Source: an optimization exercise on an open RTL-to-GDS flow (aim: small area). Production flows keep margins and buffers that such runs may drop.
Only simulation tests tie the RTL to the original design; equivalence was not proved.
Power is estimated from default activity; no workload was simulated.

the reference run:
==> module sc_pulse, before the edit <==
module sc_pulse(clk, rst, pwm, io_n);
input  clk;
input  rst;
input  pwm;
output io_n;      
reg        d1, d2, st, st1, st2;
reg [10:0] tc;           
reg        ok;
reg        bad;          
wire rise = d1 & ~d2;
wire fall = ~d1 & d2;
localparam [10:0] P_LO = 11'd950, P_HI = 11'd1050;    
localparam [10:0] D_LO = 11'd450, D_HI = 11'd550;     
wire rin  = (tc >= P_LO) & (tc <= P_HI);
wire fin  = (tc >= D_LO) & (tc <= D_HI);
assign io_n = bad;
always @(posedge clk)
  if (rst) begin
    d1 <= 1'b0; d2 <= 1'b0; st <= 1'b0; st1 <= 1'b0; st2 <= 1'b0;
    tc <= 11'd0; ok <= 1'b0; bad <= 1'b0;
  end else begin
    d1 <= pwm;
    d2 <= d1;
    st1 <= st;
    st2 <= st1;
    if (rise) st <= ~st;
    if (st & fall) ok <= fin;
    if (st & rise) ok <= ok & rin;
    if (~st2) ok <= 1'b0;
    if (~st1) tc <= 11'd0;
    else if (~(&tc)) tc <= tc + 1'b1;
    if (~st1) bad <= ~ok;
  end
endmodule
==> module sc_rx, before the edit <==
module sc_rx(clk, rst, en, srx, pop, rd, push, nz, head);
input        clk;
input        rst;
input        en;
input        srx;
input        pop;
output       push;
output       nz;
input        rd;      
output [7:0] head;
reg s1, s2;
always @(posedge clk)
  if (rst) begin s1 <= 1'b0; s2 <= 1'b0; end
  else begin s1 <= srx; s2 <= s1; end
localparam [2:0] IDLE = 3'd0, START = 3'd1, PREP = 3'd2, BIT = 3'd3,
                 ENDB = 3'd4, STOP = 3'd5, PUSH = 3'd6, PUSHF = 3'd7;
reg [2:0] st;
reg [3:0] rc;
reg [8:0] sh;       
reg       rpush;
wire      rc7 = (rc == 4'd7);
wire      rc0 = (rc == 4'd0);
wire [3:0] rcm = rc - 1'b1;
always @(posedge clk)
  if (rst) begin
    st <= IDLE; rpush <= 1'b0;
  end else if (en) begin
    case (st)
      IDLE:  begin rpush <= 1'b0; rc <= 4'd14; if (!s2) st <= START; end
      START: begin rpush <= 1'b0; if (rc7) st <= s2 ? IDLE : PREP; rc <= rcm; end
      PREP:  begin sh <= 9'h100; if (rc0) st <= BIT; rc <= rcm; end
      BIT:   begin if (rc0) st <= ENDB; if (rc7) sh <= {s2, sh[8:1]}; rc <= rcm; end
      ENDB:  begin st <= sh[0] ? STOP : BIT; rc <= 4'd14; end
      STOP:  begin if (rc7) st <= s2 ? PUSH : PUSHF; rc <= rcm; end
      PUSH:  begin
               rpush <= 1'b1;
               if (s2) st <= IDLE;
               else begin rc <= 4'd14; st <= START; end
             end
      PUSHF: if (s2) begin rpush <= 1'b1; st <= IDLE; end
    endcase
  end
assign push = rpush & ~en;
reg [7:0] mem [0:15];
reg [3:0] top, bot;
reg       full;
assign nz   = full | (top != bot);
reg [7:0] grp [0:3];
reg [7:0] head_r;
integer   hi, hj;
always @* begin
  head_r = 8'h00;
  for (hj = 0; hj < 4; hj = hj + 1) begin
    grp[hj] = 8'h00;
    for (hi = 0; hi < 4; hi = hi + 1)
      grp[hj] = grp[hj] | (mem[{hj[1:0], hi[1:0]}] & {8{bot[1:0] == hi[1:0]}});
    head_r = head_r | (grp[hj] & {8{rd & (bot[3:2] == hj[1:0])}});
  end
end
assign head = head_r;
always @(posedge clk)
  if (push & ~full) mem[top] <= sh[8:1];
always @(posedge clk)
  if (rst) begin
    top <= 4'd0; bot <= 4'd0; full <= 1'b0;
  end else
    case ({push, pop})
      2'b10: if (~full) begin
               top <= top + 1'b1;
               if (top + 4'd1 == bot) full <= 1'b1;
             end
      2'b01: if (nz) begin bot <= bot + 1'b1; full <= 1'b0; end
      2'b11: begin top <= top + 1'b1; bot <= bot + 1'b1; end
      default: ;
    endcase
endmodule
clock: 8.0 ns
lec_check: 0
cap_margin: 5
core_margin: 2
core_utilization: 65
place_density: 0.75
slew_margin: 5
standard.sh (not shown) runs the stock make flow with config.mk's settings and CLKGATE_MAP_FILE= SYNTH_SCRIPT=/design/flow/synth_recipe.tcl, a recipe that flattens the netlist after the stock synthesis.
==> flow/flow/run.sh <==
#!/bin/bash
# Own layout flow: the standard flow (standard.sh) with two ORFS
# variables changed:
#   - port buffers use the smallest buffer cell (buf_1);
#   - clock tree: clkbuf_4 leaf clusters of at most 10 sinks, no dummy loads.
# Everything else (synthesis, floorplan, power grid, taps, routing) is the
# standard flow's. The full make output goes to flow_make.log here.
set -uo pipefail
bash standard.sh \
  "BUFFER_PORTS_ARGS=-buffer_cell sky130_fd_sc_hd__buf_1" \
  "CTS_ARGS=-sink_clustering_enable -repair_clock_nets -dont_use_dummy_load -buf_list sky130_fd_sc_hd__clkbuf_4 -sink_clustering_size 10 -sink_clustering_max_diameter 50" \
  finish > flow_make.log 2>&1
status=$?
tail -n 30 flow_make.log
exit $status
Modified inputs, the trial run compared to the reference run
-- flow/design.v --
<<< the reference run, line 318
reg        d1, d2, st, st1, st2;
reg [10:0] tc;           
reg        ok;
reg        bad;          
wire rise = d1 & ~d2;
>>> the trial run, line 318
reg        d1, d2, st, st1, st2;
reg [10:0] tc;           
reg        rok, fok;     
reg        bad;          
wire rise = d1 & ~d2;
<<< the reference run, line 330
  if (rst) begin
    d1 <= 1'b0; d2 <= 1'b0; st <= 1'b0; st1 <= 1'b0; st2 <= 1'b0;
    tc <= 11'd0; ok <= 1'b0; bad <= 1'b0;
  end else begin
    d1 <= pwm;
>>> the trial run, line 330
  if (rst) begin
    d1 <= 1'b0; d2 <= 1'b0; st <= 1'b0; st1 <= 1'b0; st2 <= 1'b0;
    tc <= 11'd0; rok <= 1'b0; fok <= 1'b0; bad <= 1'b0;
  end else begin
    d1 <= pwm;
<<< the reference run, line 337
    st2 <= st1;
    if (rise) st <= ~st;
    if (st & fall) ok <= fin;
    if (st & rise) ok <= ok & rin;
    if (~st2) ok <= 1'b0;
    if (~st1) tc <= 11'd0;
    else if (~(&tc)) tc <= tc + 1'b1;
    if (~st1) bad <= ~ok;
  end
endmodule
>>> the trial run, line 337
    st2 <= st1;
    if (rise) st <= ~st;
    if (st & fall) fok <= fin;
    if (st & rise) rok <= rin;
    if (~st2) begin rok <= 1'b0; fok <= 1'b0; end
    if (~st1) tc <= 11'd0;
    else if (~(&tc)) tc <= tc + 1'b1;
    if (~st1) bad <= ~(rok & fok);
  end
endmodule
<<< the reference run, line 360
  else begin s1 <= srx; s2 <= s1; end
localparam [2:0] IDLE = 3'd0, START = 3'd1, PREP = 3'd2, BIT = 3'd3,
                 ENDB = 3'd4, STOP = 3'd5, PUSH = 3'd6, PUSHF = 3'd7;
reg [2:0] st;
reg [3:0] rc;
reg [8:0] sh;       
reg       rpush;
wire      rc7 = (rc == 4'd7);
>>> the trial run, line 360
  else begin s1 <= srx; s2 <= s1; end
localparam [2:0] IDLE = 3'd0, START = 3'd1, PREP = 3'd2, BIT = 3'd3,
                 ENDB = 3'd4, STOP = 3'd5, PUSH = 3'd6;
reg [2:0] st;
reg [3:0] rc;
reg [8:0] sh;       
reg       ferr;
reg       rpush;
wire      rc7 = (rc == 4'd7);
<<< the reference run, line 378
      BIT:   begin if (rc0) st <= ENDB; if (rc7) sh <= {s2, sh[8:1]}; rc <= rcm; end
      ENDB:  begin st <= sh[0] ? STOP : BIT; rc <= 4'd14; end
      STOP:  begin if (rc7) st <= s2 ? PUSH : PUSHF; rc <= rcm; end
      PUSH:  begin
               rpush <= 1'b1;
               if (s2) st <= IDLE;
               else begin rc <= 4'd14; st <= START; end
             end
      PUSHF: if (s2) begin rpush <= 1'b1; st <= IDLE; end
    endcase
  end
>>> the trial run, line 379
      BIT:   begin if (rc0) st <= ENDB; if (rc7) sh <= {s2, sh[8:1]}; rc <= rcm; end
      ENDB:  begin st <= sh[0] ? STOP : BIT; rc <= 4'd14; end
      STOP:  begin if (rc7) begin ferr <= ~s2; st <= PUSH; end rc <= rcm; end
      PUSH:  if (s2) begin rpush <= 1'b1; st <= IDLE; end
             else if (~ferr) begin rpush <= 1'b1; rc <= 4'd14; st <= START; end
      default: st <= IDLE;
    endcase
  end
==> run summary <==
The trial run and the reference run ended up with nearly the same cell area after placement. Diff the trial run..the reference run | area inside the core boundary | unchanged. Delta (the trial run minus the reference run): data required time at the worst endpoint about even; number of standard cells in the final layout excluding fillers rose about 0.9%; die outline height about even; power in combinational cells fell about 6%.

## re-timing with driven ports
How much do the figures lean on ideal ports? The routed layouts below were timed once more, with nothing changed but the port constraints. Step 1 sets driving cells, clkbuf_16 on the clock port and buf_2 on the other inputs (assumed; they add their load-dependent delay and slew). Step 2 also shifts input and output timing later by t, the mid clock arrival at the registers, as if the neighbouring blocks saw the same clock. a / b / c = ideal ports / drivers / drivers and shift; a / b = the first two.
| run | shift t [ns] | setup slack, ns | clock arrival spread, ns | worst data-port slew with drivers (ns) |
|---|---|---|---|---|
| the reference run | 0.814 | 3.817 / 3.817 / 3.817 | 0.071 / 0.071 | 0.05 |
| the trial run | 0.774 | 3.547 / 3.547 / 3.547 | 0.084 / 0.084 | 0.05 |
After both steps every run listed still meets setup and hold.
